This is an optimization exercise on Yosys and OpenROAD, whose aim is small area and a short achievable clock period, not a production implementation. In this exercise RTL edits were held to simulation tests only and were not proved equivalent to the original. Power figures rest on the tool's default switching activity, not on a simulated workload.

==> design/flow/design.v <==
module lab4(Dout, Din, clk, reset);
output  [17:0]  Dout;
input   [7:0]   Din;
input           clk, reset;
reg [7:0] r0, r1, r2, r3, r4, r5, r6, r7, r8, r9, r10;
reg [16:0] s;
wire nrst;
invm u_nrst (.a(reset), .y(nrst));
wire [7:0] nDin;
invm u_nd0 (.a(Din[0]), .y(nDin[0]));
invm u_nd1 (.a(Din[1]), .y(nDin[1]));
invm u_nd2 (.a(Din[2]), .y(nDin[2]));
invm u_nd3 (.a(Din[3]), .y(nDin[3]));
invm u_nd4 (.a(Din[4]), .y(nDin[4]));
invm u_nd5 (.a(Din[5]), .y(nDin[5]));
invm u_nd6 (.a(Din[6]), .y(nDin[6]));
invm u_nd7 (.a(Din[7]), .y(nDin[7]));
wire pas1, pac2;
ha upas1 (.a(r1[0]), .b(r7[0]), .s(pas1), .co(pac2));
wire pas3, pac4;
fa upas3 (.a(r1[1]), .b(r7[1]), .c(pac2), .s(pas3), .co(pac4));
wire pas5, pac6;
fa upas5 (.a(r1[2]), .b(r7[2]), .c(pac4), .s(pas5), .co(pac6));
wire pas7, pac8;
fa upas7 (.a(r1[3]), .b(r7[3]), .c(pac6), .s(pas7), .co(pac8));
wire pas9, pac10;
fa upas9 (.a(r1[4]), .b(r7[4]), .c(pac8), .s(pas9), .co(pac10));
wire pas11, pac12;
fa upas11 (.a(r1[5]), .b(r7[5]), .c(pac10), .s(pas11), .co(pac12));
wire pas13, pac14;
fa upas13 (.a(r1[6]), .b(r7[6]), .c(pac12), .s(pas13), .co(pac14));
wire pas15, pac16;
fa upas15 (.a(r1[7]), .b(r7[7]), .c(pac14), .s(pas15), .co(pac16));
wire pbs17, pbc18;
xnor2m upbs17 (.a(r2[0]), .b(r6[0]), .y(pbs17));
or2m upbc18 (.a(r2[0]), .b(r6[0]), .y(pbc18));
wire pbs19, pbc20;
fa upbs19 (.a(r2[1]), .b(r6[1]), .c(pbc18), .s(pbs19), .co(pbc20));
wire pbs21, pbc22;
fa upbs21 (.a(r2[2]), .b(r6[2]), .c(pbc20), .s(pbs21), .co(pbc22));
wire pbs23, pbc24;
fa upbs23 (.a(r2[3]), .b(r6[3]), .c(pbc22), .s(pbs23), .co(pbc24));
wire pbs25, pbc26;
fa upbs25 (.a(r2[4]), .b(r6[4]), .c(pbc24), .s(pbs25), .co(pbc26));
wire pbs27, pbc28;
fa upbs27 (.a(r2[5]), .b(r6[5]), .c(pbc26), .s(pbs27), .co(pbc28));
wire pbs29, pbc30;
fa upbs29 (.a(r2[6]), .b(r6[6]), .c(pbc28), .s(pbs29), .co(pbc30));
wire pbs31, pbc32;
fa upbs31 (.a(r2[7]), .b(r6[7]), .c(pbc30), .s(pbs31), .co(pbc32));
wire pcs33, pcc34;
ha upcs33 (.a(r3[0]), .b(r5[0]), .s(pcs33), .co(pcc34));
wire pcs35, pcc36;
fa upcs35 (.a(r3[1]), .b(r5[1]), .c(pcc34), .s(pcs35), .co(pcc36));
wire pcs37, pcc38;
fa upcs37 (.a(r3[2]), .b(r5[2]), .c(pcc36), .s(pcs37), .co(pcc38));
wire pcs39, pcc40;
fa upcs39 (.a(r3[3]), .b(r5[3]), .c(pcc38), .s(pcs39), .co(pcc40));
wire pcs41, pcc42;
fa upcs41 (.a(r3[4]), .b(r5[4]), .c(pcc40), .s(pcs41), .co(pcc42));
wire pcs43, pcc44;
fa upcs43 (.a(r3[5]), .b(r5[5]), .c(pcc42), .s(pcs43), .co(pcc44));
wire pcs45, pcc46;
fa upcs45 (.a(r3[6]), .b(r5[6]), .c(pcc44), .s(pcs45), .co(pcc46));
wire pcs47, pcc48;
fa upcs47 (.a(r3[7]), .b(r5[7]), .c(pcc46), .s(pcs47), .co(pcc48));
wire n49 = ~pas1;
wire n50 = ~pas3;
wire n51 = ~pas5;
wire n52 = ~pas7;
wire n53 = ~pas9;
wire n54 = ~pas11;
wire n55 = ~pas13;
wire n56 = ~pas15;
wire n57 = ~pac16;
wire pgs58, pgc59;
ha upgs58 (.a(pbs17), .b(n49), .s(pgs58), .co(pgc59));
wire pgs60, pgc61;
fa upgs60 (.a(pgc59), .b(pbs19), .c(n50), .s(pgs60), .co(pgc61));
wire pgs62, pgc63;
fa upgs62 (.a(pbs21), .b(n51), .c(pgc61), .s(pgs62), .co(pgc63));
wire pgs64, pgc65;
fa upgs64 (.a(pbs23), .b(n52), .c(pgc63), .s(pgs64), .co(pgc65));
wire pgs66, pgc67;
fa upgs66 (.a(pbs25), .b(n53), .c(pgc65), .s(pgs66), .co(pgc67));
wire pgs68, pgc69;
fa upgs68 (.a(pbs27), .b(n54), .c(pgc67), .s(pgs68), .co(pgc69));
wire pgs70, pgc71;
fa upgs70 (.a(pbs29), .b(n55), .c(pgc69), .s(pgs70), .co(pgc71));
wire pgs72, pgc73;
fa upgs72 (.a(pbs31), .b(n56), .c(pgc71), .s(pgs72), .co(pgc73));
wire pgs74, pgc75;
fa upgs74 (.a(pbc32), .b(n57), .c(pgc73), .s(pgs74), .co(pgc75));
wire n76 = ~pcs33;
wire n77 = ~pcs35;
wire n78 = ~pcs37;
wire n79 = ~pcs39;
wire n80 = ~pcs41;
wire n81 = ~pcs43;
wire n82 = ~pcs45;
wire n83 = ~pcs47;
wire n84 = ~pcc48;
wire pfs85, pfc86;
xnor2m upfs85 (.a(r4[0]), .b(n76), .y(pfs85));
or2m upfc86 (.a(r4[0]), .b(n76), .y(pfc86));
wire pfs87, pfc88;
fa upfs87 (.a(r4[1]), .b(pfc86), .c(n77), .s(pfs87), .co(pfc88));
wire pfs89, pfc90;
fa upfs89 (.a(r4[2]), .b(n78), .c(pfc88), .s(pfs89), .co(pfc90));
wire pfs91, pfc92;
fa upfs91 (.a(r4[3]), .b(n79), .c(pfc90), .s(pfs91), .co(pfc92));
wire pfs93, pfc94;
fa upfs93 (.a(r4[4]), .b(n80), .c(pfc92), .s(pfs93), .co(pfc94));
wire pfs95, pfc96;
fa upfs95 (.a(r4[5]), .b(n81), .c(pfc94), .s(pfs95), .co(pfc96));
wire pfs97, pfc98;
fa upfs97 (.a(r4[6]), .b(n82), .c(pfc96), .s(pfs97), .co(pfc98));
wire pfs99, pfc100;
fa upfs99 (.a(r4[7]), .b(n83), .c(pfc98), .s(pfs99), .co(pfc100));
wire pfs101, pfc102;
ha upfs101 (.a(n84), .b(pfc100), .s(pfs101), .co(pfc102));
wire n103 = ~r10[0];
wire n104 = ~r10[1];
wire n105 = ~r10[2];
wire n106 = ~r10[3];
wire n107 = ~r10[4];
wire n108 = ~r10[5];
wire n109 = ~r10[6];
wire n110 = ~r10[7];
wire ts111, tc112;
fa uts111 (.a(r9[0]), .b(r10[0]), .c(pfs85), .s(ts111), .co(tc112));
wire ts113, tc114;
fa uts113 (.a(r9[1]), .b(r10[1]), .c(pas1), .s(ts113), .co(tc114));
wire ts115, tc116;
fa uts115 (.a(ts113), .b(tc112), .c(pfs87), .s(ts115), .co(tc116));
wire ts117, tc118;
fa uts117 (.a(r9[2]), .b(r10[2]), .c(pbs17), .s(ts117), .co(tc118));
wire ts119, tc120;
fa uts119 (.a(pcs33), .b(ts117), .c(tc114), .s(ts119), .co(tc120));
wire ts121, tc122;
fa uts121 (.a(pas3), .b(ts119), .c(pfs89), .s(ts121), .co(tc122));
wire ts123, tc124;
ha uts123 (.a(tc116), .b(Din[2]), .s(ts123), .co(tc124));
wire ts125, tc126;
xnor2m uts125 (.a(r4[0]), .b(r9[3]), .y(ts125));
or2m utc126 (.a(r4[0]), .b(r9[3]), .y(tc126));
wire ts127, tc128;
fa uts127 (.a(r10[3]), .b(n103), .c(ts125), .s(ts127), .co(tc128));
wire ts129, tc130;
fa uts129 (.a(tc118), .b(pbs19), .c(ts127), .s(ts129), .co(tc130));
wire ts131, tc132;
fa uts131 (.a(pcs35), .b(tc120), .c(pas5), .s(ts131), .co(tc132));
wire ts133, tc134;
fa uts133 (.a(ts129), .b(ts131), .c(pfs91), .s(ts133), .co(tc134));
wire ts135, tc136;
fa uts135 (.a(tc122), .b(Din[3]), .c(tc124), .s(ts135), .co(tc136));
wire ts137, tc138;
fa uts137 (.a(r4[1]), .b(r9[0]), .c(r9[4]), .s(ts137), .co(tc138));
wire ts139, tc140;
fa uts139 (.a(r10[4]), .b(n104), .c(tc126), .s(ts139), .co(tc140));
wire ts141, tc142;
fa uts141 (.a(ts137), .b(tc128), .c(ts139), .s(ts141), .co(tc142));
wire ts143, tc144;
fa uts143 (.a(pgs58), .b(pbs21), .c(tc130), .s(ts143), .co(tc144));
wire ts145, tc146;
fa uts145 (.a(pcs37), .b(ts141), .c(pas7), .s(ts145), .co(tc146));
wire ts147, tc148;
fa uts147 (.a(tc132), .b(ts143), .c(ts145), .s(ts147), .co(tc148));
wire ts149, tc150;
fa uts149 (.a(Din[0]), .b(Din[4]), .c(pfs93), .s(ts149), .co(tc150));
wire ts151, tc152;
fa uts151 (.a(tc134), .b(ts147), .c(tc136), .s(ts151), .co(tc152));
wire ts153, tc154;
xnor2m uts153 (.a(r4[2]), .b(r0[0]), .y(ts153));
or2m utc154 (.a(r4[2]), .b(r0[0]), .y(tc154));
wire ts155, tc156;
fa uts155 (.a(r8[0]), .b(r9[1]), .c(r9[5]), .s(ts155), .co(tc156));
wire ts157, tc158;
fa uts157 (.a(r10[5]), .b(n105), .c(ts153), .s(ts157), .co(tc158));
wire ts159, tc160;
fa uts159 (.a(tc138), .b(ts155), .c(tc140), .s(ts159), .co(tc160));
wire ts161, tc162;
fa uts161 (.a(pgs58), .b(ts157), .c(tc142), .s(ts161), .co(tc162));
wire ts163, tc164;
fa uts163 (.a(ts159), .b(pgs60), .c(pbs23), .s(ts163), .co(tc164));
wire ts165, tc166;
fa uts165 (.a(tc144), .b(pcs39), .c(ts161), .s(ts165), .co(tc166));
wire ts167, tc168;
fa uts167 (.a(pas9), .b(tc146), .c(ts163), .s(ts167), .co(tc168));
wire ts169, tc170;
fa uts169 (.a(ts165), .b(Din[1]), .c(Din[5]), .s(ts169), .co(tc170));
wire ts171, tc172;
fa uts171 (.a(tc148), .b(ts167), .c(ts169), .s(ts171), .co(tc172));
wire ts173, tc174;
fa uts173 (.a(pfs95), .b(tc150), .c(ts171), .s(ts173), .co(tc174));
wire ts175, tc176;
fa uts175 (.a(r4[3]), .b(r0[1]), .c(r8[1]), .s(ts175), .co(tc176));
wire ts177, tc178;
fa uts177 (.a(r9[2]), .b(r9[6]), .c(r10[6]), .s(ts177), .co(tc178));
wire ts179, tc180;
fa uts179 (.a(n106), .b(tc154), .c(tc156), .s(ts179), .co(tc180));
wire ts181, tc182;
fa uts181 (.a(ts175), .b(ts177), .c(pfs85), .s(ts181), .co(tc182));
wire ts183, tc184;
fa uts183 (.a(tc158), .b(ts179), .c(tc160), .s(ts183), .co(tc184));
wire ts185, tc186;
fa uts185 (.a(ts181), .b(pgs60), .c(tc162), .s(ts185), .co(tc186));
wire ts187, tc188;
fa uts187 (.a(ts183), .b(pgs62), .c(pbs25), .s(ts187), .co(tc188));
wire ts189, tc190;
fa uts189 (.a(tc164), .b(pcs41), .c(tc166), .s(ts189), .co(tc190));
wire ts191, tc192;
fa uts191 (.a(ts185), .b(Din[2]), .c(Din[6]), .s(ts191), .co(tc192));
wire ts193, tc194;
fa uts193 (.a(pas11), .b(tc168), .c(ts187), .s(ts193), .co(tc194));
wire ts195, tc196;
fa uts195 (.a(ts189), .b(tc170), .c(ts191), .s(ts195), .co(tc196));
wire ts197, tc198;
fa uts197 (.a(ts193), .b(tc172), .c(ts195), .s(ts197), .co(tc198));
wire ts199, tc200;
ha uts199 (.a(pfs97), .b(tc174), .s(ts199), .co(tc200));
wire ts201, tc202;
fa uts201 (.a(r4[4]), .b(r0[2]), .c(r8[2]), .s(ts201), .co(tc202));
wire ts203, tc204;
fa uts203 (.a(r9[3]), .b(r9[7]), .c(r10[7]), .s(ts203), .co(tc204));
wire ts205, tc206;
fa uts205 (.a(n107), .b(tc176), .c(tc178), .s(ts205), .co(tc206));
wire ts207, tc208;
fa uts207 (.a(ts201), .b(ts203), .c(tc180), .s(ts207), .co(tc208));
wire ts209, tc210;
fa uts209 (.a(ts205), .b(tc182), .c(pfs87), .s(ts209), .co(tc210));
wire ts211, tc212;
fa uts211 (.a(ts207), .b(tc184), .c(pgs62), .s(ts211), .co(tc212));
wire ts213, tc214;
fa uts213 (.a(ts209), .b(tc186), .c(pgs64), .s(ts213), .co(tc214));
wire ts215, tc216;
fa uts215 (.a(Din[3]), .b(Din[7]), .c(ts211), .s(ts215), .co(tc216));
wire ts217, tc218;
fa uts217 (.a(pbs27), .b(tc188), .c(pcs43), .s(ts217), .co(tc218));
wire ts219, tc220;
fa uts219 (.a(tc190), .b(tc192), .c(ts213), .s(ts219), .co(tc220));
wire ts221, tc222;
fa uts221 (.a(ts215), .b(pas13), .c(tc194), .s(ts221), .co(tc222));
wire ts223, tc224;
fa uts223 (.a(ts217), .b(tc196), .c(ts219), .s(ts223), .co(tc224));
wire ts225, tc226;
fa uts225 (.a(ts221), .b(tc198), .c(ts223), .s(ts225), .co(tc226));
wire ts227, tc228;
ha uts227 (.a(pfs99), .b(tc200), .s(ts227), .co(tc228));
wire ts229, tc230;
xnor2m uts229 (.a(r4[5]), .b(r0[3]), .y(ts229));
or2m utc230 (.a(r4[5]), .b(r0[3]), .y(tc230));
wire ts231, tc232;
fa uts231 (.a(r8[3]), .b(r9[4]), .c(n108), .s(ts231), .co(tc232));
wire ts233, tc234;
fa uts233 (.a(ts229), .b(tc202), .c(tc204), .s(ts233), .co(tc234));
wire ts235, tc236;
fa uts235 (.a(ts231), .b(tc206), .c(ts233), .s(ts235), .co(tc236));
wire ts237, tc238;
fa uts237 (.a(tc208), .b(ts235), .c(pfs89), .s(ts237), .co(tc238));
wire ts239, tc240;
fa uts239 (.a(tc210), .b(pgs64), .c(tc212), .s(ts239), .co(tc240));
wire ts241, tc242;
fa uts241 (.a(Din[4]), .b(ts237), .c(pgs66), .s(ts241), .co(tc242));
wire ts243, tc244;
fa uts243 (.a(tc214), .b(tc216), .c(ts239), .s(ts243), .co(tc244));
wire ts245, tc246;
fa uts245 (.a(pbs29), .b(pcs45), .c(tc218), .s(ts245), .co(tc246));
wire ts247, tc248;
fa uts247 (.a(tc220), .b(ts241), .c(ts243), .s(ts247), .co(tc248));
wire ts249, tc250;
fa uts249 (.a(pas15), .b(tc222), .c(ts245), .s(ts249), .co(tc250));
wire ts251, tc252;
fa uts251 (.a(tc224), .b(ts247), .c(ts249), .s(ts251), .co(tc252));
wire ts253, tc254;
fa uts253 (.a(pfs101), .b(tc226), .c(tc228), .s(ts253), .co(tc254));
wire ts255, tc256;
fa uts255 (.a(r4[6]), .b(r0[4]), .c(r8[4]), .s(ts255), .co(tc256));
wire ts257, tc258;
fa uts257 (.a(r9[5]), .b(n109), .c(tc230), .s(ts257), .co(tc258));
wire ts259, tc260;
fa uts259 (.a(tc232), .b(ts255), .c(ts257), .s(ts259), .co(tc260));
wire ts261, tc262;
fa uts261 (.a(tc234), .b(ts259), .c(tc236), .s(ts261), .co(tc262));
wire ts263, tc264;
fa uts263 (.a(ts261), .b(pfs91), .c(tc238), .s(ts263), .co(tc264));
wire ts265, tc266;
fa uts265 (.a(Din[5]), .b(pgs66), .c(tc240), .s(ts265), .co(tc266));
wire ts267, tc268;
fa uts267 (.a(ts263), .b(pgs68), .c(tc242), .s(ts267), .co(tc268));
wire ts269, tc270;
fa uts269 (.a(tc244), .b(ts265), .c(pac16), .s(ts269), .co(tc270));
wire ts271, tc272;
fa uts271 (.a(pbs31), .b(pcs47), .c(tc246), .s(ts271), .co(tc272));
wire ts273, tc274;
fa uts273 (.a(ts267), .b(tc248), .c(ts269), .s(ts273), .co(tc274));
wire ts275, tc276;
fa uts275 (.a(tc250), .b(ts271), .c(pfc102), .s(ts275), .co(tc276));
wire ts277, tc278;
fa uts277 (.a(ts273), .b(tc252), .c(ts275), .s(ts277), .co(tc278));
wire ts279, tc280;
fa uts279 (.a(r4[7]), .b(r0[5]), .c(r8[5]), .s(ts279), .co(tc280));
wire ts281, tc282;
fa uts281 (.a(r9[6]), .b(n110), .c(tc256), .s(ts281), .co(tc282));
wire ts283, tc284;
fa uts283 (.a(ts279), .b(tc258), .c(ts281), .s(ts283), .co(tc284));
wire ts285, tc286;
fa uts285 (.a(tc260), .b(ts283), .c(tc262), .s(ts285), .co(tc286));
wire ts287, tc288;
fa uts287 (.a(Din[6]), .b(ts285), .c(pfs93), .s(ts287), .co(tc288));
wire ts289, tc290;
fa uts289 (.a(tc264), .b(pgs68), .c(tc266), .s(ts289), .co(tc290));
wire ts291, tc292;
fa uts291 (.a(pbc32), .b(ts287), .c(pcc48), .s(ts291), .co(tc292));
wire ts293, tc294;
fa uts293 (.a(pgs70), .b(tc268), .c(ts289), .s(ts293), .co(tc294));
wire ts295, tc296;
fa uts295 (.a(tc270), .b(tc272), .c(ts291), .s(ts295), .co(tc296));
wire ts297, tc298;
fa uts297 (.a(ts293), .b(tc274), .c(ts295), .s(ts297), .co(tc298));
wire ts299, tc300;
ha uts299 (.a(tc276), .b(ts297), .s(ts299), .co(tc300));
wire ts301, tc302;
fa uts301 (.a(r0[6]), .b(r8[6]), .c(r9[7]), .s(ts301), .co(tc302));
wire ts303, tc304;
fa uts303 (.a(tc280), .b(ts301), .c(tc282), .s(ts303), .co(tc304));
wire ts305, tc306;
fa uts305 (.a(tc284), .b(ts303), .c(tc286), .s(ts305), .co(tc306));
wire ts307, tc308;
fa uts307 (.a(Din[7]), .b(ts305), .c(pfs95), .s(ts307), .co(tc308));
wire ts309, tc310;
fa uts309 (.a(tc288), .b(pgs70), .c(tc290), .s(ts309), .co(tc310));
wire ts311, tc312;
fa uts311 (.a(ts307), .b(tc292), .c(pgs72), .s(ts311), .co(tc312));
wire ts313, tc314;
fa uts313 (.a(tc294), .b(ts309), .c(tc296), .s(ts313), .co(tc314));
wire ts315, tc316;
fa uts315 (.a(ts311), .b(tc298), .c(ts313), .s(ts315), .co(tc316));
wire ts317, tc318;
xnor2m uts317 (.a(r0[7]), .b(r8[7]), .y(ts317));
or2m utc318 (.a(r0[7]), .b(r8[7]), .y(tc318));
wire ts319, tc320;
fa uts319 (.a(ts317), .b(tc302), .c(tc304), .s(ts319), .co(tc320));
wire ts321, tc322;
fa uts321 (.a(ts319), .b(tc306), .c(pfs97), .s(ts321), .co(tc322));
wire ts323, tc324;
fa uts323 (.a(tc308), .b(pgs72), .c(tc310), .s(ts323), .co(tc324));
wire ts325, tc326;
fa uts325 (.a(ts321), .b(pgs74), .c(tc312), .s(ts325), .co(tc326));
wire ts327, tc328;
fa uts327 (.a(ts323), .b(tc314), .c(ts325), .s(ts327), .co(tc328));
wire ts329, tc330;
xnor2m uts329 (.a(tc318), .b(tc320), .y(ts329));
or2m utc330 (.a(tc318), .b(tc320), .y(tc330));
wire ts331, tc332;
fa uts331 (.a(ts329), .b(pfs99), .c(tc322), .s(ts331), .co(tc332));
wire ts333, tc334;
fa uts333 (.a(pgc75), .b(pgs74), .c(tc324), .s(ts333), .co(tc334));
wire ts335, tc336;
fa uts335 (.a(ts331), .b(tc326), .c(ts333), .s(ts335), .co(tc336));
wire ts337, tc338;
xnor2m uts337 (.a(tc330), .b(pfs101), .y(ts337));
or2m utc338 (.a(tc330), .b(pfs101), .y(tc338));
wire ts339, tc340;
fa uts339 (.a(pgc75), .b(tc332), .c(ts337), .s(ts339), .co(tc340));
wire ts341, tc342;
ha uts341 (.a(tc334), .b(ts339), .s(ts341), .co(tc342));
wire ts343, tc344;
xnor2m uts343 (.a(pfc102), .b(tc338), .y(ts343));
or2m utc344 (.a(pfc102), .b(tc338), .y(tc344));
wire ts345, tc346;
ha uts345 (.a(ts343), .b(tc340), .s(ts345), .co(tc346));
wire ts347, tc348;
xnor2m uts347 (.a(tc344), .b(tc346), .y(ts347));
or2m utc348 (.a(tc344), .b(tc346), .y(tc348));
wire tls349, tlc350;
ha utls349 (.a(ts111), .b(Din[0]), .s(tls349), .co(tlc350));
wire tls351, tlc352;
fa utls351 (.a(ts115), .b(Din[1]), .c(tlc350), .s(tls351), .co(tlc352));
wire tls353, tlc354;
fa utls353 (.a(ts121), .b(ts123), .c(tlc352), .s(tls353), .co(tlc354));
wire tls355, tlc356;
fa utls355 (.a(ts133), .b(ts135), .c(tlc354), .s(tls355), .co(tlc356));
wire tls357, tlc358;
fa utls357 (.a(ts149), .b(ts151), .c(tlc356), .s(tls357), .co(tlc358));
wire tls359, tlc360;
fa utls359 (.a(tc152), .b(ts173), .c(tlc358), .s(tls359), .co(tlc360));
wire tls361, tlc362;
fa utls361 (.a(ts197), .b(ts199), .c(tlc360), .s(tls361), .co(tlc362));
wire b1as363, b1ac364;
ha ub1as363 (.a(ts225), .b(ts227), .s(b1as363), .co(b1ac364));
wire b1as365, b1ac366;
fa ub1as365 (.a(ts251), .b(b1ac364), .c(ts253), .s(b1as365), .co(b1ac366));
wire b1as367, b1ac368;
fa ub1as367 (.a(tc254), .b(ts277), .c(b1ac366), .s(b1as367), .co(b1ac368));
wire m369 = b1as363 ^ tlc362;
wire m370 = b1as365 ^ (tlc362 & b1as363);
wire p371 = b1as363 & b1as365;
wire m372 = b1as367 ^ (tlc362 & p371);
wire p373 = p371 & b1as367;
wire k374 = b1ac368 | (tlc362 & p373);
wire b2as375, b2ac376;
ha ub2as375 (.a(tc278), .b(ts299), .s(b2as375), .co(b2ac376));
wire b2as377, b2ac378;
fa ub2as377 (.a(tc300), .b(ts315), .c(b2ac376), .s(b2as377), .co(b2ac378));
wire b2as379, b2ac380;
fa ub2as379 (.a(tc316), .b(ts327), .c(b2ac378), .s(b2as379), .co(b2ac380));
wire m381 = b2as375 ^ k374;
wire m382 = b2as377 ^ (k374 & b2as375);
wire p383 = b2as375 & b2as377;
wire m384 = b2as379 ^ (k374 & p383);
wire p385 = p383 & b2as379;
wire k386 = b2ac380 | (k374 & p385);
wire b3as387, b3ac388;
ha ub3as387 (.a(tc328), .b(ts335), .s(b3as387), .co(b3ac388));
wire b3as389, b3ac390;
fa ub3as389 (.a(ts341), .b(tc336), .c(b3ac388), .s(b3as389), .co(b3ac390));
wire b3as391, b3ac392;
fa ub3as391 (.a(ts345), .b(tc342), .c(b3ac390), .s(b3as391), .co(b3ac392));
wire b3as393, b3ac394;
ha ub3as393 (.a(ts347), .b(b3ac392), .s(b3as393), .co(b3ac394));
wire m395 = b3as387 ^ k386;
wire m396 = b3as389 ^ (k386 & b3as387);
wire p397 = b3as387 & b3as389;
wire m398 = b3as391 ^ (k386 & p397);
wire p399 = p397 & b3as391;
wire m400 = b3as393 ^ (k386 & p399);
wire [16:0] s_next = {m400, m398, m396, m395, m384, m382, m381, m372, m370, m369, tls361, tls359, tls357, tls355, tls353, tls351, tls349};
always @(posedge clk) begin
    if (!reset) begin
        s  <= 17'd130817;
    end else begin
        s  <= s_next;
    end
    r0 <= ~(nDin | {8{nrst}});
    r1 <= ~(r0 & {8{reset}});
    r2 <= ~(r1 | {8{nrst}});
    r3 <= ~(r2 & {8{reset}});
    r4 <= ~(r3 | {8{nrst}});
    r5 <= ~(r4 & {8{reset}});
    r6 <= ~(r5 | {8{nrst}});
    r7 <= ~(r6 & {8{reset}});
    r8 <= ~(r7 | {8{nrst}});
    r9 <= r8 & {8{reset}};
    r10 <= ~(r9 & {8{reset}});
end
wire os401, oc402;
xn3 uos401 (.a(s[3]), .b(Din[3]), .c(Din[0]), .y(os401));
mjn uoc402 (.a(s[3]), .b(Din[3]), .c(Din[0]), .y(oc402));
wire os403, oc404;
xn3 uos403 (.a(s[4]), .b(Din[4]), .c(Din[1]), .y(os403));
mjn uoc404 (.a(s[4]), .b(Din[4]), .c(Din[1]), .y(oc404));
wire os405, oc406;
xn3 uos405 (.a(s[5]), .b(Din[5]), .c(Din[2]), .y(os405));
mjn uoc406 (.a(s[5]), .b(Din[5]), .c(Din[2]), .y(oc406));
wire os407, oc408;
xn3 uos407 (.a(s[6]), .b(Din[6]), .c(Din[3]), .y(os407));
mjn uoc408 (.a(s[6]), .b(Din[6]), .c(Din[3]), .y(oc408));
wire os409, oc410;
xn3 uos409 (.a(s[7]), .b(Din[7]), .c(Din[4]), .y(os409));
mjn uoc410 (.a(s[7]), .b(Din[7]), .c(Din[4]), .y(oc410));
wire os411, oc412;
ha uos411 (.a(s[8]), .b(Din[5]), .s(os411), .co(oc412));
wire os413, oc414;
ha uos413 (.a(s[9]), .b(Din[6]), .s(os413), .co(oc414));
wire os415, oc416;
ha uos415 (.a(s[10]), .b(Din[7]), .s(os415), .co(oc416));
wire pp0, gg0;
xnm upp0 (.a(s[0]), .b(Din[0]), .y(pp0));
anm ugg0 (.a(s[0]), .b(Din[0]), .y(gg0));
wire pp1, gg1;
xnm upp1 (.a(s[1]), .b(Din[1]), .y(pp1));
anm ugg1 (.a(s[1]), .b(Din[1]), .y(gg1));
wire pp2, gg2;
xnm upp2 (.a(s[2]), .b(Din[2]), .y(pp2));
anm ugg2 (.a(s[2]), .b(Din[2]), .y(gg2));
wire pp3 = os401;
wire gg3 = 1'b0;
wire pp4, gg4;
ha upp4 (.a(os403), .b(oc402), .s(pp4), .co(gg4));
wire pp5, gg5;
ha upp5 (.a(os405), .b(oc404), .s(pp5), .co(gg5));
wire pp6, gg6;
ha upp6 (.a(os407), .b(oc406), .s(pp6), .co(gg6));
wire pp7, gg7;
ha upp7 (.a(os409), .b(oc408), .s(pp7), .co(gg7));
wire pp8, gg8;
ha upp8 (.a(os411), .b(oc410), .s(pp8), .co(gg8));
wire pp9, gg9;
ha upp9 (.a(os413), .b(oc412), .s(pp9), .co(gg9));
wire pp10, gg10;
ha upp10 (.a(os415), .b(oc414), .s(pp10), .co(gg10));
wire G0_1 = gg1 | (pp1 & gg0);
wire P0_1 = pp1 & pp0;
wire G0_3 = gg3 | (pp3 & gg2);
wire P0_3 = pp3 & pp2;
wire G0_5 = gg5 | (pp5 & gg4);
wire P0_5 = pp5 & pp4;
wire G0_7 = gg7 | (pp7 & gg6);
wire P0_7 = pp7 & pp6;
wire G0_9 = gg9 | (pp9 & gg8);
wire P0_9 = pp9 & pp8;
wire G1_2 = gg2 | (pp2 & G0_1);
wire P1_2 = pp2 & P0_1;
wire G1_3 = G0_3 | (P0_3 & G0_1);
wire P1_3 = P0_3 & P0_1;
wire G1_6 = gg6 | (pp6 & G0_5);
wire P1_6 = pp6 & P0_5;
wire G1_7 = G0_7 | (P0_7 & G0_5);
wire P1_7 = P0_7 & P0_5;
wire G1_10 = gg10 | (pp10 & G0_9);
wire P1_10 = pp10 & P0_9;
wire G2_4 = gg4 | (pp4 & G1_3);
wire P2_4 = pp4 & P1_3;
wire G2_5 = G0_5 | (P0_5 & G1_3);
wire P2_5 = P0_5 & P1_3;
wire G2_6 = G1_6 | (P1_6 & G1_3);
wire P2_6 = P1_6 & P1_3;
wire G2_7 = G1_7 | (P1_7 & G1_3);
wire P2_7 = P1_7 & P1_3;
wire G3_8 = gg8 | (pp8 & G2_7);
wire P3_8 = pp8 & P2_7;
wire G3_9 = G0_9 | (P0_9 & G2_7);
wire P3_9 = P0_9 & P2_7;
wire G3_10 = G1_10 | (P1_10 & G2_7);
wire P3_10 = P1_10 & P2_7;
wire [10:0] lo_s = {pp10 ^ G3_9, pp9 ^ G3_8, pp8 ^ G2_7, pp7 ^ G2_6, pp6 ^ G2_5, pp5 ^ G2_4, pp4 ^ G1_3, pp3 ^ G1_2, pp2 ^ G0_1, pp1 ^ gg0, pp0};
wire lo_c = G3_10 | oc416;
wire [11:0] lo = {lo_c, lo_s};
wire [5:0] ones = {&s[15:11], &s[14:11], &s[13:11], &s[12:11], s[11], 1'b1};
assign Dout = {1'b0, s[16:11] ^ (ones & {6{lo[11]}}), lo[10:0]};
endmodule
module fa(a, b, c, s, co);
input a, b, c;
output s, co;
assign s = a ^ b ^ c;
assign co = (a & b) | (c & (a ^ b));
endmodule
module xnor2m(a, b, y);
input a, b;
output y;
assign y = ~(a ^ b);
endmodule
module or2m(a, b, y);
input a, b;
output y;
assign y = a | b;
endmodule
module xn3(a, b, c, y);
input a, b, c;
output y;
assign y = a ^ ~b ^ c;
endmodule
module mjn(a, b, c, y);
input a, b, c;
output y;
assign y = (a & ~b) | (c & (a | ~b));
endmodule
module xnm(a, b, y);
input a, b;
output y;
assign y = ~(a ^ b);
endmodule
module anm(a, b, y);
input a, b;
output y;
assign y = a & ~b;
endmodule
module invm(a, y);
input a;
output y;
assign y = ~a;
endmodule
module ha(a, b, s, co);
input a, b;
output s, co;
assign s = a ^ b;
assign co = a & b;
endmodule
==> design/flow/flow/run.sh <==
#!/bin/bash
# The standard layout (standard.sh) with these changes to its settings:
#  - the port buffers are plain buffers (BUF) instead of the delay-cell
#    footprint-mates that buffer_ports picks by default;
#  - repair_timing aims for a setup slack margin of MARGIN ns;
#  - clock tree synthesis inserts no dummy loads.
# Everything else (synthesis, floorplan, power grid, placement, routing) is
# the standard flow's.  The make output goes to standard.log; ORFS keeps each
# step's log under orfs/logs.
set -euo pipefail
MARGIN=5
BUF=sky130_fd_sc_hd__buf_2
export BUFFER_PORTS_ARGS="-buffer_cell $BUF"
export CTS_ARGS="-sink_clustering_enable -repair_clock_nets -buf_list sky130_fd_sc_hd__clkbuf_8 -dont_use_dummy_load"
sed -e "s/\"\${@:-finish}\"/SETUP_SLACK_MARGIN=$MARGIN \"\${@:-finish}\"/" standard.sh > standard_margin.sh
grep -q "SETUP_SLACK_MARGIN=$MARGIN" standard_margin.sh
bash standard_margin.sh > standard.log 2>&1
==> design/flow/standard.sh <==
#!/bin/bash
# synth_recipe.tcl (not shown) runs the flow's synth.tcl, then flattens the netlist and writes it again
# the make line also repeats each setting of config.mk as NAME=value (left out here)
make -C /OpenROAD-flow-scripts/flow DESIGN_CONFIG=/design/flow/config.mk WORK_HOME=/design/flow/orfs CLKGATE_MAP_FILE= SYNTH_SCRIPT=/design/flow/synth_recipe.tcl "${@:-finish}"
==> design/flow/config.mk <==
export PLATFORM = sky130hd
export DESIGN_NAME = lab4
export DESIGN_NICKNAME = lab4
export VERILOG_FILES = /design/flow/design.v
export SDC_FILE = /design/flow/constraint.sdc
export NUM_CORES = 4
export LEC_CHECK = 0
export CAP_MARGIN = 20
export CORE_MARGIN = 2
export CORE_UTILIZATION = 40
export CTS_BUF_LIST = sky130_fd_sc_hd__clkbuf_8
export SLEW_MARGIN = 20
export SYNTH_HIERARCHICAL = 1
export SYNTH_MINIMUM_KEEP_SIZE = 0
==> design/flow/constraint.sdc <==
create_clock -name core_clock -period 13.0 [get_ports {clk}]
set_input_delay 2.6000 -clock core_clock [delete_from_list [all_inputs] [get_ports {clk}]]
set_output_delay 2.6000 -clock core_clock [all_outputs]
set_load 0.01 [all_outputs]
==> results of run 1 <==
[Yosys stat by module (local to each module, per instance)]
module	flip-flops and latches	times used	area, um2
or2m	0	9	6.26
fa	0	153	20.0
mjn	0	5	15.0
xnor2m	0	10	8.76
xnm	0	3	8.76
lab4	105	1	3210
anm	0	3	13.8
invm	0	9	3.75
ha	0	25	12.5
xn3	0	5	22.5
[power breakdown]
part / leakage, nW / switching (mW) / internal (mW)
Clock: 0.0647 / 0.105 / 0.0625
Sequential: 0.857 / 0.0157 / 0.353
Combinational: 2.47 / 0.491 / 0.478
Total: 3.39 / 0.611 / 0.894
[cells by family after synthesis]
logic type | after synthesis | synth area share
flops | 105 | 0.299
fa+ha+maj | 191 | 0.503
xor+xnor | 34 | 0.0522
other cells | 1 | 0.000534
buf+inv | 56 | 0.0310
compound gates | 23 | 0.0244
simple gates | 136 | 0.0895
[final cells by class]
class / instances / share of cell area
Multi-Input combinational cell: 385 / 0.626
Sequential cell: 105 / 0.280
Inverter: 43 / 0.0215
Timing Repair Buffer: 28 / 0.0193
Tap cell: 225 / 0.0375
Clock buffer: 9 / 0.0165
[placed cells by master (no fill, tap or decap), drive strengths merged, types with 10 or more instances in the layout]
cell | Yosys | routed
fa | 153 | 153
dfxtp | 105 | 105
nand2 | 49 | 49
nor2 | 46 | 46
inv | 43 | 43
ha | 33 | 33
buf | 2 | 28
xnor2 | 22 | 22
and2 | 15 | 15
or2 | 10 | 10
[sequential cells by signal, summed over array words and instances (netlist names)]
| register | count |
|---|---|
| s | 17 |
| r0 | 8 |
| r10 | 8 |
| r1 | 8 |
| r2 | 8 |
| r3 | 8 |
| r4 | 8 |
| r5 | 8 |
| r6 | 8 |
| r7 | 8 |
| r8 | 8 |
| r9 | 8 |
[per-layer routing]
| layer | wire length (um) | vias up | track usage |
|---|---|---|---|
| li1 | - | 1724 | - |
| met1 | 6240 | 1978 | 0.215 |
| met2 | 6620 | 54 | 0.269 |
| met3 | 431 | 20 | 0.0341 |
| met4 | 231 | 0 | 0.0544 |
| met5 | 0 | - | 0 |
[final timing paths]
check	cells past startpoint	to	slack [ns]
worst min register to register	1	r1[5]	0.42
worst max-delay path	10	Dout[12]	5.59
worst max register to register	19	s[14]	5.65
worst min-delay path	1	r1[5]	0.42
[worst max-delay path, delay by kind of cell]
| family | cells | cell delay (ns) |
|---|---|---|
| adders and majority gates | 2 | 0.58 |
| buffers and inverters | 2 | 0.37 |
| AOI/OAI and AO/OA | 2 | 0.52 |
| xor gates and xnor gates | 2 | 0.52 |
| and+or+nand+nor | 2 | 0.21 |
[stage by stage]
| stage | instance area (um2) | util | std cells | hold slack (ns) |
|---|---|---|---|---|
| 2_1_floorplan | 7020 | - | 546 | 0.387 |
| 3_3_place_gp | 7390 | 0.429 | 786 | 0.393 |
| 3_5_place_dp | 7390 | 0.429 | 786 | 0.401 |
| 4_1_cts | 7520 | 0.436 | 795 | 0.414 |
| 5_1_grt | 7520 | 0.436 | 795 | 0.424 |
| 6_report | 7520 | 0.436 | 795 | 0.415 |
==> results.txt, run 1 <==
The global-route wire length before repair is around 22000 um. The post-route total power came out at ~1.5 mW. Of all flip-flops after synthesis, the portion carrying an async set or reset was 0.

The critical-path maximum fanout is 6. The post-route fraction of the period consumed by the critical path came out at 0.570. The run finished with no timing, DRC or antenna violations.

The worst ir drop on vdd is approximately 0.00013 V. The startpoint identified for the worst hold timing path is r0[5]. The critical path launch point is Din[7].

STA classifies the critical path endpoint as a primary output. The sum of negative setup slack came out at 0 ns. In this run the clock root is driven by a clkbuf_8. The number of top-level pins came out at 28. The worst endpoint data arrival time came out at 4.81 ns. The net total in the final layout is between 700 and 800. The setup clock skew after layout is roughly 0.024 ns. The number of setup buffers added after CTS is 0. The leading cell type by number of instances after synthesis is fa_1. The total clock buffers created by CTS is 9. In the post-synthesis netlist, the biggest area contributors are fa_1 (44%), dfxtp_1 (30%), ha_1 (5.9%). The biggest area contributor in the post-synthesis netlist is fa_1.

The core region area is about 17000 um2. The highest clock frequency the design can meet is 135 MHz. The prevailing post-synth register cell is dfxtp_1. The detailed-route via count came out at between 3000 and 4000. The worst-case clock buffer depth is 2. The worst-case setup margin in the final layout is about 5.6 ns.

In this run the power density over the cells is ~200 nW/um2. The final period demand of the worst path is between 7 and 8 ns. The filler cell count in the final layout came out at approximately 1600.

The hold buffer count at cts is 0. The min-delay analysis places its worst path in the category flip-flop to flip-flop. The floorplan step defined a die boundary enclosing between 15000 and 20000 um2. The count of distinct cell types in the synthesized netlist came out at 37.

In the routed design, unresolved DRC markers number 0. The first detailed-routing pass ran for 6 iterations. The maximum single-stage delay on the critical path came out at 0.37 ns.

The number of flops mapped to enable cells by yosys came out at 0. The overall die width is 136 um. By count the netlist is led by fa_1 (153), dfxtp_1 (105), nand2_1 (49). The transition time at the pin with the least slew margin is between 0.6 and 0.7 ns.

The proportion of netlist area held by the largest area contributor is 0.436. The ratio of routed vias to standard cells came out at around 4.7. The initial utilization of the core area, before any placement, comes to 0.407. For this design, the sink count on the clock tree is approximately 110. The total area of sequential cells is between 2000 and 2500 um2. The startpoint identified for the worst register-to-register timing path is r6[0]. The clock edge transition at the registers on the reported setup and hold paths came out at ~0.09 ns.

The number of antenna violations at the first check in global routing is 0. The required time at the endpoint of the critical path came out at ~10 ns. The pin count of the biggest net entering global routing came out at between 60 and 70. The slowest stage of the critical path belongs to the cell xnor3_1. The post-synthesis average cell area is between 10 and 15 um2. Synthesis inferred around 110 register bits. The kind of critical path is input port to primary output. The total wire length is 13500 um. The share of post-route cells with drive strength above 1 is 0.0895. The placement-stage worst setup slack came out at ~5.6 ns.

The area growth from synthesis to layout is 7.04%. The worst setup path is launched from an input port. The number of placement rows is 48. The number of synthesis warnings came out at 7. Across every metal layer, demand over resource in global routing totals 0.163. The worst slew slack as a fraction of its limit came out at 0.554. The area of the multi-input gates came out at approximately 4700 um2. The detail-routed net length per standard cell is 17.0 um. The number of gates given a new drive strength after cts is 0. The detail route stage leaves a number of antenna-violating nets equal to 0. The mapped netlist covers 7020 um2. In this run the static leakage power is 3.39 nW.

The via count of the first global-routing pass is approximately 4400. The total overflow left after global routing is 0. The number of DRC markers in iteration 0 is 124. The hold violation count in the final report came out at 0. At the later pin of the worst-skew pair, clock insertion delay measures 0.39 ns. The max-slew violation total from the final report came to 0. Max-cap violations in this run came to 0. The count of buffers added on input and output ports is 26.

The post-DP HPWL is 11300 um. Walking the worst path, the cells encountered are buf_2 -> xnor3_1 -> ha_1 -> a21oi_1 -> nand2_1 -> a32oi_2 -> nand2_1 -> ha_1 -> xor2_1 -> buf_2. The gate count of the mapped netlist is roughly 550. The final setup violation count came out at 0. Setup repair after global routing left no endpoint under its margin. The final antenna diode count came out at 0. The TritonCTS clock tree is yes. The synthesized netlist net count came out at between 700 and 800.

The sequential area share after synthesis came out at 0.299. The H-tree was split into 3 levels. The final RePlAce weighted congestion is between 0.8 and 0.9. The die height came out at approximately 140 um.
==> run 2: changes to the inputs <==
--- a/design/flow/design.v
+++ b/design/flow/design.v
@@ -6,15 +6,6 @@
 reg [16:0] s;
 wire nrst;
 invm u_nrst (.a(reset), .y(nrst));
-wire [7:0] nDin;
-invm u_nd0 (.a(Din[0]), .y(nDin[0]));
-invm u_nd1 (.a(Din[1]), .y(nDin[1]));
-invm u_nd2 (.a(Din[2]), .y(nDin[2]));
-invm u_nd3 (.a(Din[3]), .y(nDin[3]));
-invm u_nd4 (.a(Din[4]), .y(nDin[4]));
-invm u_nd5 (.a(Din[5]), .y(nDin[5]));
-invm u_nd6 (.a(Din[6]), .y(nDin[6]));
-invm u_nd7 (.a(Din[7]), .y(nDin[7]));
 wire pas1, pac2;
 ha upas1 (.a(r1[0]), .b(r7[0]), .s(pas1), .co(pac2));
 wire pas3, pac4;
@@ -432,7 +423,7 @@
     end else begin
         s  <= s_next;
     end
-    r0 <= ~(nDin | {8{nrst}});
+    r0 <= Din & {8{reset}};
     r1 <= ~(r0 & {8{reset}});
     r2 <= ~(r1 | {8{nrst}});
     r3 <= ~(r2 & {8{reset}});
==> run 2 against run 1 <==
Largest power group unchanged. Setup slack worse by 0.011 ns. Count of clock-buffer cells in the layout unchanged. First-iteration DRC count up 55%. Die area down 0.13%.
==> results.txt, run 2 <==
The internal portion of the total power is 0.894 mW. The flow ran to the end and the layout has no timing, DRC or antenna violations. The total wire length came out at 13000 um. The fraction of registers with async set or reset after synthesis came out at 0. The number of H-tree branching levels is 3.

The worst-case clock buffer depth came out at 2. The final antenna diode count came out at 0. The synthesized netlist net count came out at 734.

The most common cell after layout, fill and taps aside is fa_1. Setup repair after global routing left no endpoint under its margin. The net switching component of the power came out at 0.616 mW.

Once the clock tree was built, the resizer swapped 0 gates to a different size. The buffers inserted during post-CTS setup optimization came out at 0. The total routing resource utilization after global routing is 0.158. TritonCTS built the clock tree. By area, the combinational part of the netlist is dominated by adder cells. The number of flops mapped to enable cells by yosys came out at 0. Of the total synthesized cell area, the portion taken by AND, OR, NAND and NOR gates is 0.0924. Of the post-synthesis cell area, the part taken by muxes is 0. STA classifies the critical path endpoint as a primary output. The transition time at the pin with the least slew margin is 0.997 ns. The leading cell type by number of instances after synthesis is fa_1. The kind of path behind the tightest hold check is flip-flop to flip-flop.

The number of placement rows is 48. The compound-cell area share of the yosys netlist came to 0.0244. The detail-routed net length per standard cell came out at roughly 16 um.

The max-cap check violation count came out at 0. The number of port buffers came out at 26. CTS placed an instance of clkbuf_8 at the clock tree root. In the layout the commonest cells are fa_1 (153), dfxtp_1 (105), nand2_1 (49). The post-synthesis average cell area is 13.0 um2. The flip-flop count of the largest register after layout is 17. The clock latency at the later pin of the worst-skew pair came out at ~0.38 ns. In the synthesized netlist the dominant register cell turns out to be dfxtp_1. Of the synthesized area, sequential elements account for 0.300.

For this run, the top clock speed supported by timing is ~130 MHz. The via count of the first global-routing pass was approximately 4300. The power per unit of standard cell area came out at between 200 and 250 nW/um2.

The post-route fraction of the period consumed by the critical path is 0.571. Of all cell types, the one taking the most synthesized area is fa_1. Adding up every negative setup slack in the final design gives 0 ns.

At the worst endpoint, the required time is around 10 ns. The overflow left after global routing is 0. Of all nets on the critical path, the largest fanout is 6. After synthesis, the cell types taking the most area are fa_1 (44%), dfxtp_1 (30%), ha_1 (5.9%).

The number of synthesis warnings is 7. The final setup violation count came out at 0. The worst endpoint data arrival time came out at 4.82 ns.

The remaining design rule violation count came out at 0. The post-route non-filler standard cell count is around 790. Across the VDD grid, the largest voltage drop is 0.000134 V.

The count of nets left with antenna violations once routing finished came out at 0. The max-slew violation total from the final report is 0. The area growth from synthesis to layout is 6.94%. The post-DP HPWL came out at between 10000 and 15000 um. The die height came out at roughly 140 um. The total clock buffers created by CTS is 9.

The synthesized netlist contains 38 unique library cells. The number of clock sinks seen by CTS is 105. The startpoint class of the critical path is an input port. The proportion of netlist area held by the largest area contributor came out at 0.437.

The number of DRC markers in iteration 0 is 192. The synthesized-area fraction occupied by adder cells came out at 0.504. The top register by number of flip-flops is s. The clock edge transition at the registers on the reported setup and hold paths is ~0.09 ns. In this run the static leakage power is ~3.3 nW. The overall die area is roughly 19000 um2. The worst pin sits at a relative slew slack of 0.335.

The total of flip-flops plus latches after synthesis came out at ~110. The sequential power share is 0.244. The xor/xnor cell area share of the yosys netlist is 0.0523. The detailed-route via count came out at around 3700. The fraction of power spent switching nets is 0.408. The hold buffer count at cts is 0. For this configuration, the core starts out at a cell density of 0.407.

The core region area is about 17000 um2. Once layout is complete, the utilization of the core stands at 0.435. The share of power burned in the clock network came out at 0.109. The first TritonRoute pass finished after 4 iterations. The final RePlAce weighted congestion came out at 0.868. The post-placement cell count came out at around 800. The number of antenna violations at the first check in global routing is 0. The number of top-level pins is 28.

The kind of critical path is input port to primary output. In the final layout, the share of cells above drive strength 1 is 0.0891. The gate count of the mapped netlist is ~540.

The first global-routing pass estimated between 20000 and 25000 um of wire. On the final layout, the worst clock skew is around 0.019 ns. The commonest cells after synthesis are fa_1 (153), dfxtp_1 (105), nand2_1 (49). Entering global routing, the biggest net connects between 70 and 80 pins.

Measured along the x axis, the die boundary spans around 140 um. The final period demand of the worst path is 7.42 ns. The ratio of routed vias to standard cells came out at ~4.7.

The area of the mapped netlist came out at 7010 um2. The hold violation count in the final report is 0. The net total in the final layout came out at 759. The worst hold slack across all endpoints came out at slightly above 0.4 ns.

The combinational share of power is 0.646.
==> run 2: path summary, 6_finish.rpt <==
| check | from | endpoint | slack (ns) | cells after the start |
|---|---|---|---|---|
| worst min register to register | r6[4] | r7[4] | 0.41 | 1 |
| worst min-delay path | r6[4] | r7[4] | 0.41 | 1 |
| worst max-delay path | Din[7] | Dout[12] | 5.58 | 10 |
| worst max register to register | r6[0] | s[14] | 5.71 | 20 |
==> run 2: power groups by stage <==
stage	clock network (mW)	registers [mW]	logic, mW
2_1_floorplan	0	0.372	0.762
3_3_place_gp	0	0.376	0.953
3_5_place_dp	0	0.377	0.994
4_1_cts	0.170	0.370	1.00
5_1_grt	0.184	0.373	1.10
6_report	0.165	0.369	0.976
==> run 2: kinds of logic (layout without fill, tap and decap cells) <==
group	Yosys count	count (layout)
buffers and inverters	48	71
flip-flops	105	105
AO/OA/AOI/OAI	23	23
adder cells (fa/ha/maj)	191	191
AND/OR/NAND/NOR	136	136
XOR/XNOR	34	34
other	1	1
==> run 2: Yosys stat by module (local to each module, per instance), excerpt <==
module	flip-flops and latches	cells	cell area, um2	times used
anm	0	1	13.8	3
xnm	0	1	8.76	3
lab4	105	319	3230	1
invm	0	1	3.75	1
xnor2m	0	1	8.76	10
xn3	0	1	22.5	5
or2m	0	1	6.26	9
fa	0	1	20.0	153
ha	0	1	12.5	25
==> run 2: critical path, stage by stage <==
cell	delay, ns
buf_2	0.23
xnor3_1	0.36
ha_1	0.38
a21oi_1	0.17
nand2_1	0.11
a32oi_2	0.33
nand2_1	0.12
ha_1	0.21
xor2_1	0.16
buf_2	0.16
==> run 2: metal layers <==
| layer | GRT usage | wire (um) | vias up |
|---|---|---|---|
| met5 | 0 | 0 | - |
| met4 | 0.0405 | 182 | 0 |
| met3 | 0.0313 | 412 | 15 |
| met2 | 0.255 | 6250 | 47 |
| met1 | 0.219 | 6110 | 1917 |
| li1 | - | - | 1710 |
==> run 2: area by class of cell <==
cell class,instances,area (um2)
Clock buffer,9,124
Fill cell,1595,9740
Sequential cell,105,2100
Timing Repair Buffer,27,138
Multi-Input combinational cell,385,4720
Inverter,35,131
Tap cell,225,282
==> run 2: per-stage QoR <==
stage,worst slack (ns),power [mW],area (um2)
floorplan,6.00,1.13,7010
global placement,5.68,1.33,7370
detailed placement,5.58,1.37,7370
CTS,5.58,1.54,7500
global route,5.38,1.66,7500
finish,5.58,1.51,7500
==> run 3: changes to the inputs <==
--- a/design/flow/flow/run.sh
+++ b/design/flow/flow/run.sh
@@ -8,7 +8,7 @@
 # the standard flow's.  The make output goes to standard.log; ORFS keeps each
 # step's log under orfs/logs.
 set -euo pipefail
-MARGIN=5
+MARGIN=5.8
 BUF=sky130_fd_sc_hd__buf_2
 export BUFFER_PORTS_ARGS="-buffer_cell $BUF"
 export CTS_ARGS="-sink_clustering_enable -repair_clock_nets -buf_list sky130_fd_sc_hd__clkbuf_8 -dont_use_dummy_load"
==> run 3 against run 2 <==
Sequential cell count is the same. Area after synthesis is the same. Utilization is 2.1 points higher. Total power rose by 6.5%. Wire length grew 2.8%. Critical endpoint is now Dout[9]. Largest power group unchanged. Critical path depth up 1. Count of clock-buffer cells in the layout did not move. Non-clock buffer count grew 15. Clock power about the same. Global-route usage rose by 0.12 points. Maximum frequency increased by 4.0%. Final cell count up 1.9%.
==> results.txt, run 3 <==
The hold violation count in the final report came to 0. Clock skew on the completed layout was measured at about 0.017 ns. The count of distinct cell types in the synthesized netlist came out at 38.

The worst-case setup margin in the final layout came out at about 6 ns. The total wire length is between 10000 and 15000 um. The total of flip-flops plus latches after synthesis is 105.

The die height came out at between 100 and 150 um. For the finished layout, the period the worst path requires is ~7 ns. In this run the number of H-tree levels came out at 3.

The clock latency at the later pin of the worst-skew pair is 0.37 ns. The number of antenna violations at the first check in global routing is 0. The worst hold path belongs to the class flip-flop to flip-flop. The internal reg-to-reg setup slack is roughly 6 ns. The total area of sequential cells is about 2100 um2. At the end of routability-driven placement, the weighted congestion stood at between 0.8 and 0.9. The number of flops mapped to enable cells by yosys came out at 0. Clock-pin slew was measured on the worst setup and hold paths at approximately 0.09 ns. Summing every instance area after synthesis gives between 7000 and 8000 um2. The internal portion of the total power is between 0.9 and 1 mW. For the pin with the worst max-slew slack, the measured transition is 1.01 ns. Averaged over all synthesized cells, the footprint is 13.0 um2. The number of top-level pins is 28. In this run the deepest clock path goes through 2 buffers. The post-route fraction of the period consumed by the critical path came out at 0.549. The share of post-route cells with drive strength above 1 is 0.194.

The sequential area share after synthesis came out at 0.300. The share of power burned in the clock network came out at 0.102. The overflow left after global routing came out at 0. Yosys instantiated no cell more often than fa_1.

In this run, CTS created clock tree buffers numbering 9. The power per unit of standard cell area is slightly above 200 nW/um2. The total routing resource utilization after global routing came out at 0.159.

The flip-flop count of the largest register after layout came out at 17. Entering global routing, the biggest net connects 75 pins. After synthesis, the cell types taking the most area are fa_1 (44%), dfxtp_1 (30%), ha_1 (5.9%).

The worst ir drop on vdd came out at about 0.00015 V. The max-cap check violation count is 0. The post-route total power came out at roughly 1.6 mW. The required time at the endpoint of the critical path came out at ~10 ns. The share of total power dissipated in sequential elements is 0.230.

For this run, the leading register cell type out of synthesis is dfxtp_1. The core region is between 15000 and 20000 um2. The final setup violation count is 0. The max-slew violation total from the final report came out at 0. The top register by number of flip-flops is s. The initial utilization of the core area, before any placement, comes to 0.407. The worst endpoint data arrival time came out at about 4.5 ns. The net switching component of the power is 0.657 mW. The initialized floorplan defines 48 standard-cell rows. TritonCTS built the clock tree. The remaining design rule violation count is 0. The ratio of routed vias to standard cells is approximately 4.7. The leakage power of the design came out at approximately 3.4 nW.

The number of synthesis warnings came out at 7. The number of clock sinks seen by CTS is about 110. The filler cell count in the final layout came out at approximately 1600.

Summing all multi-input logic gate instances after layout gives between 4000 and 5000 um2. The net total in the final layout came out at slightly below 800. The type of element capturing the critical path is a primary output.

After the first detailed-routing iteration, the DRC count stood at between 200 and 250. The flow ran to the end and the layout has no timing, DRC or antenna violations. The tree is rooted in a clkbuf_8. The first global-routing pass estimated roughly 22000 um of wire.

The critical-path maximum fanout came out at 3. The via count of the first global-routing pass is approximately 4300. STA classifies the critical path startpoint as an input port. Setup repair after global routing could not meet its margin everywhere. Dividing the detail-routed wire length by the instance count gives 16.6 um. By startpoint and endpoint, the worst setup path is classified as input port to primary output. The worst pin sits at a relative slew slack of 0.329.

The combinational share of power came out at 0.668. The gate count of the mapped netlist came out at between 500 and 600. Ranked by instance count, the synthesized netlist is headed by fa_1 (153), dfxtp_1 (105), nand2_1 (49).

The detailed-route via count is approximately 3800. Summed over all instances, the cell type with the most area after synthesis is fa_1. The die is 136 um wide.

Leaving out fill and tap cells, the most frequent cells in the layout are fa_1 (122), dfxtp_1 (105), nand2_1 (48). The count of nets left with antenna violations once routing finished came out at 0. The most common cell after layout, fill and taps aside is fa_1.

The area growth from synthesis to layout is 12.1%. The post-DP HPWL is approximately 11000 um. For this run, the detailed router's first-pass iteration total came to 4. The synthesized netlist net count came out at about 730.

The number of port buffers is 26. The sum of negative setup slack came out at 0 ns. The fraction of power spent switching nets is 0.408.

The fraction of registers with async set or reset after synthesis came out at 0. The placement-stage worst setup slack came out at about 5.6 ns. The proportion of netlist area held by the largest area contributor came out at 0.437.

The final antenna diode count is 0. The die covers approximately 19000 um2. Static timing analysis puts the maximum clock frequency at ~140 MHz.
## run 3: cell count changes in the layout (fill, tap and decap cells not counted), sizes merged
cell    delta
clkbuf     +1
buf       +14
## run 3: cell type report
| cell class | count | share of cell area |
|---|---|---|
| timing repair buffer | 42 | 0.0374 |
| tap | 225 | 0.0358 |
| inverter | 35 | 0.0167 |
| multi-input combinational | 385 | 0.627 |
| clock buffer | 9 | 0.0158 |
| sequential | 105 | 0.267 |
## run 3: Yosys stat by module, one instance, submodules excluded, a selection
| module | flops+latches | copies in the design | cells |
|---|---|---|---|
| fa | 0 | 153 | 1 |
| ha | 0 | 25 | 1 |
| invm | 0 | 1 | 1 |
| lab4 | 105 | 1 | 319 |
| or2m | 0 | 9 | 1 |
| xnor2m | 0 | 10 | 1 |
## run 3: logic make-up after synthesis
family	share of synthesized area
compound gates	0.0244
other cells	0.000535
buf+inv	0.0268
flops	0.300
fa+ha+maj	0.504
simple gates	0.0924
xor+xnor	0.0523
## run 3: stage by stage
| stage | util | hold slack, ns | cell area, um2 | cells |
|---|---|---|---|---|
| final | 0.456 | 0.411 | 7860 | 801 |
| after global routing | 0.456 | 0.436 | 7860 | 801 |
| after CTS | 0.442 | 0.416 | 7620 | 789 |
| after detailed placement | 0.428 | 0.400 | 7370 | 777 |
| after global placement | 0.428 | 0.394 | 7370 | 777 |
| after floorplan | - | 0.387 | 7010 | 538 |
## run 3: routing by layer
metal,GRT usage,wire (um),up-vias
li1,-,-,1737
met1,0.220,6210,1961
met2,0.259,6490,63
met3,0.0313,418,14
met4,0.0405,208,0
met5,0,0,-
## run 3: power groups by stage
stage	clock, mW	sequential [mW]	combinational, mW
after global placement	0	0.376	0.953
after CTS	0.170	0.370	1.05
after detailed placement	0	0.377	0.994
after floorplan	0	0.372	0.762
after global routing	0.184	0.373	1.21
final	0.164	0.370	1.07
## run 3: final timing paths
path,from,endpoint,cells after the start
worst max-delay path,Din[5],Dout[9],11
worst min-delay path,r0[4],r1[4],1
worst max register to register,r3[0],s[14],20
worst min register to register,r0[4],r1[4],1
## run 3: worst max-delay path, stage by stage
cell      delay [ns]
buf_12          0.10
xnor3_1         0.38
ha_4            0.27
o211ai_1        0.18
nand2_1         0.14
buf_4           0.16
o21a_1          0.12
ha_2            0.18
nor2_2          0.12
xnor2_1         0.13
buf_2           0.16
## run 3: what timing repair did
item                       4_1_cts  5_1_grt
setup endpoints to repair       10       13
gates resized for setup         20       45
hold buffers                     0        0
setup buffers                    3       12
pin swaps                        6       21
==> run 4: changes to the inputs <==
--- a/design/flow/flow/run.sh
+++ b/design/flow/flow/run.sh
@@ -8,8 +8,8 @@
 # the standard flow's.  The make output goes to standard.log; ORFS keeps each
 # step's log under orfs/logs.
 set -euo pipefail
-MARGIN=5.8
-BUF=sky130_fd_sc_hd__buf_2
+MARGIN=5
+BUF=sky130_fd_sc_hd__buf_4
 export BUFFER_PORTS_ARGS="-buffer_cell $BUF"
 export CTS_ARGS="-sink_clustering_enable -repair_clock_nets -buf_list sky130_fd_sc_hd__clkbuf_8 -dont_use_dummy_load"
 sed -e "s/\"\${@:-finish}\"/SETUP_SLACK_MARGIN=$MARGIN \"\${@:-finish}\"/" standard.sh > standard_margin.sh
==> run 4 against run 3 <==
Still clean on timing, DRC and antenna. Synthesized cell count unchanged. Clock skew grew 0.014 ns. Maximum frequency shrank 2.9%. Via count decreased by 1.6%. Setup slack got worse by 0.22 ns. Utilization is 1.8 points lower. First-iteration DRC count is 27% lower. Global-route usage rose by 0.34 points. Clock power about the same. Hold slack worse by 0.027 ns. Critical path type unchanged. Critical endpoint is now Dout[12].
==> results.txt, run 4 <==
The share of post-route cells with drive strength above 1 is 0.0875. The largest individual stage delay along the critical path comes from the cell ha_1. The sum of negative setup slack is 0 ns.

For this run, the total global-route usage over all layers was measured as 0.162. The leakage power of the design is between 3 and 4 nW. The kind of path behind the tightest hold check is flip-flop to flip-flop.

The hold violation count in the final report came to 0. The final setup violation count is 0. The number of antenna diodes in the final layout is 0. For this block, the initial DRC count from the detailed router was between 150 and 200. The most used flip-flop cell after synthesis is dfxtp_1. STA classifies the critical path endpoint as a primary output. The detailed-routing iteration count for the pre-antenna-repair pass came out at 4. The core region area is about 17000 um2. The initial cell density of the core is 0.407.

The worst slew slack as a fraction of its limit is 0.320. The library cell with the largest summed area after synthesis is fa_1. The most common cell in the synthesized netlist is fa_1. On the critical path the largest part of the delay comes from compound AO/OA/AOI/OAI gates. The synthesized netlist net count came out at about 730. The worst path meets setup with 5.65 ns of slack. On the worst path, the slowest cell contributes a delay of about 0.37 ns. The overflow left after global routing is 0. The worst ir drop on vdd came out at 0.000149 V.

TritonCTS built the clock tree. The area of the mapped netlist came out at 7010 um2. After detailed routing, no signal wire sits above met4. The number of synthesis warnings came out at 7. The overall die width came out at between 100 and 150 um. The fraction of registers with async set or reset after synthesis came out at 0.

The die height came out at ~140 um. The highest clock frequency the design can meet came out at ~140 MHz. The commonest cells after synthesis are fa_1 (153), dfxtp_1 (105), nand2_1 (49). Leaving out fill and tap cells, the most frequent cell in the layout is fa_1.

The total wire length is between 10000 and 15000 um. Yosys attributes the largest share of cell area to fa_1 (44%), dfxtp_1 (30%), ha_1 (5.9%). The detailed-route via count came out at around 3700.

The sum of buffers and inverters on the critical path came out at 2. The worst-case clock buffer depth is 2. The final period demand of the worst path is around 7.3 ns. The max-slew violation total from the final report is 0.

Leaving out fill and tap cells, the most frequent cells in the layout are fa_1 (153), dfxtp_1 (105), nand2_1 (49). The post-DP HPWL is roughly 11000 um. The via count of the first global-routing pass is 4444. The detail-routed net length per standard cell came out at between 15 and 20 um. After clock tree synthesis, the clock-pin slew on the worst setup and hold paths is about 0.10 ns. The required time at the endpoint of the critical path is about 10 ns. The critical path goes through buf_4 -> xnor3_1 -> ha_1 -> a21oi_1 -> o211ai_2 -> a32oi_2 -> nand2_1 -> ha_1 -> xor2_1 -> buf_4.

The number of placement rows came out at 48. The total of flip-flops plus latches after synthesis is between 100 and 150. The critical path is of the input port to primary output type.

The number of antenna violations at the first check in global routing came out at 0. The met1 wire length came out at around 6200 um. The worst setup path is launched from an input port.

The pin count of the biggest net entering global routing came out at 75. The worst endpoint data arrival time came out at between 4 and 5 ns. The max-cap check violation count came out at 0. The gate count of the mapped netlist is 538. The sequential area share after synthesis came out at 0.300. The routed length on met3 is ~400 um. The flow ran to the end and the layout has no timing, DRC or antenna violations.

The number of port buffers is 26. The global-route wire length before repair is approximately 22000 um. Of the available clock period, the critical path in the final layout requires 0.565. The share of synthesized area in the top cell type comes to 0.437.

The transition time at the pin with the least slew margin is between 1 and 1.5 ns. The placement-stage worst setup slack came out at 5.63 ns. The critical-path maximum fanout is 6. Detailed routing placed a total of between 6000 and 7000 um of wire on met2.

The buffer type at the clock tree root is clkbuf_8. The number of clock sinks seen by CTS is about 110. The total clock buffers created by CTS came out at 9.

The number of top-level pins came out at 28. The final RePlAce weighted congestion came out at 0.856. The area growth from synthesis to layout came out at 7.76%. Setup repair after global routing left no endpoint under its margin. In this run the mean area of a mapped cell was around 13 um2. The setup clock skew after layout came out at about 0.031 ns.

The remaining design rule violation count is 0. Power spread over the standard cell area amounts to approximately 200 nW/um2. The post-route total power came out at between 1.5 and 2 mW.

Once detail routing completed, the nets flagged for antenna violations numbered 0. The register with the most flip-flops in the layout has 17 of them. The later pin in the worst-skew pair is clocked with a latency of just under 0.4 ns. The floorplan step defined a die boundary enclosing between 15000 and 20000 um2. The buffers inserted during post-CTS setup optimization is 0. Dividing the detail-routed via count by the number of cells gives 4.73. The net total in the final layout is 758. The number of gates resized after CTS was 0. The number of H-tree branching levels came out at 3. The count of distinct cell types in the synthesized netlist is 38.

The synthesized design contains 0 enable-type register cells. The register with the most flip-flops in the final layout is s. The hold buffer count at cts came out at 0.
## run 4: cell counts after synthesis
No cell type changed its count.
## run 4: logic make-up (layout without fill, tap and decap cells)
| logic type | Yosys count | after routing | synth area share |
|---|---|---|---|
| flip-flops | 105 | 105 | 0.300 |
| other | 1 | 1 | 0.000535 |
| XOR/XNOR | 34 | 34 | 0.0523 |
| AND/OR/NAND/NOR | 136 | 136 | 0.0924 |
| buffers and inverters | 48 | 70 | 0.0268 |
| AO/OA/AOI/OAI | 23 | 23 | 0.0244 |
| adder cells (fa/ha/maj) | 191 | 191 | 0.504 |
## run 4: layer usage
layer / global-route usage / up-vias
met5: 0 / -
met4: 0.0561 / 0
met3: 0.0302 / 15
met2: 0.274 / 46
met1: 0.210 / 1948
li1: - / 1705
## run 4: report_power, final
group	internal [mW]	switching, mW
clock	0.0623	0.0988
combinational	0.503	0.490
sequential	0.353	0.0164
total	0.918	0.605
## run 4: modules after synthesis, one instance, submodules excluded, a selection
module,flops+latches,copies in the design
anm,0,3
fa,0,153
ha,0,25
lab4,105,1
mjn,0,5
or2m,0,9
xn3,0,5
xnor2m,0,10
## run 4: metrics by stage
stage / util / cells / area, um2 / hold slack, ns
after floorplan: - / 538 / 7010 / 0.387
after global placement: 0.431 / 776 / 7430 / 0.393
after CTS: 0.438 / 785 / 7560 / 0.392
after detailed placement: 0.431 / 776 / 7430 / 0.397
final: 0.438 / 785 / 7560 / 0.384
after global routing: 0.438 / 785 / 7560 / 0.409
## run 4: worst paths after layout
kind                             start       end  slack [ns]  cells after the start
worst max-delay path            Din[6]  Dout[12]        5.65                     10
worst min-delay path             r0[4]     r1[4]        0.38                      1
worst max register to register   r1[0]     s[14]        5.77                     20
worst min register to register   r0[4]     r1[4]        0.38                      1
## run 4: final cells by class
class / instances / area [um2]
fillers: 1583 / 9680
well taps: 225 / 282
repair buffers: 26 / 195
multi-input cells: 385 / 4720
inverters: 35 / 131
clock buffers: 9 / 124
flip-flops and latches: 105 / 2100

[port drivers added, routing unchanged]
The results above use ideal ports. As a check the final layouts listed here were re-extracted and re-timed, cells and wires unchanged.
Step 1 (the two cells are an assumption about what drives the block):
set clk [get_ports {clk}]
set_driving_cell -lib_cell sky130_fd_sc_hd__clkbuf_16 $clk
set_driving_cell -lib_cell sky130_fd_sc_hd__buf_2 [delete_from_list [all_inputs] $clk]
Step 2 moves the port delays by t, midway between the first and last clock arrival at a register: inputs arrive t later, outputs are due t later. That takes back most of the time a late clock gives input paths.
Three values: ideal ports, drivers, drivers and shift; two values: the first two.
| run | t (ns) | setup slack, ns | latest minus earliest clock arrival (ns) |
|---|---|---|---|
| run 1 | 0.415 | 5.592 / 5.572 / 5.572 | 0.024 / 0.024 |
| run 2 | 0.403 | 5.581 / 5.558 / 5.558 | 0.019 / 0.019 |
| run 3 | 0.400 | 5.867 / 5.819 / 5.731 | 0.017 / 0.017 |
| run 4 | 0.410 | 5.651 / 5.627 / 5.627 | 0.032 / 0.031 |
After both steps every run listed still meets setup and hold. For run 3, which loses most, drivers alone change the setup slack by -0.048 ns; drivers and shift together by -0.136 ns.
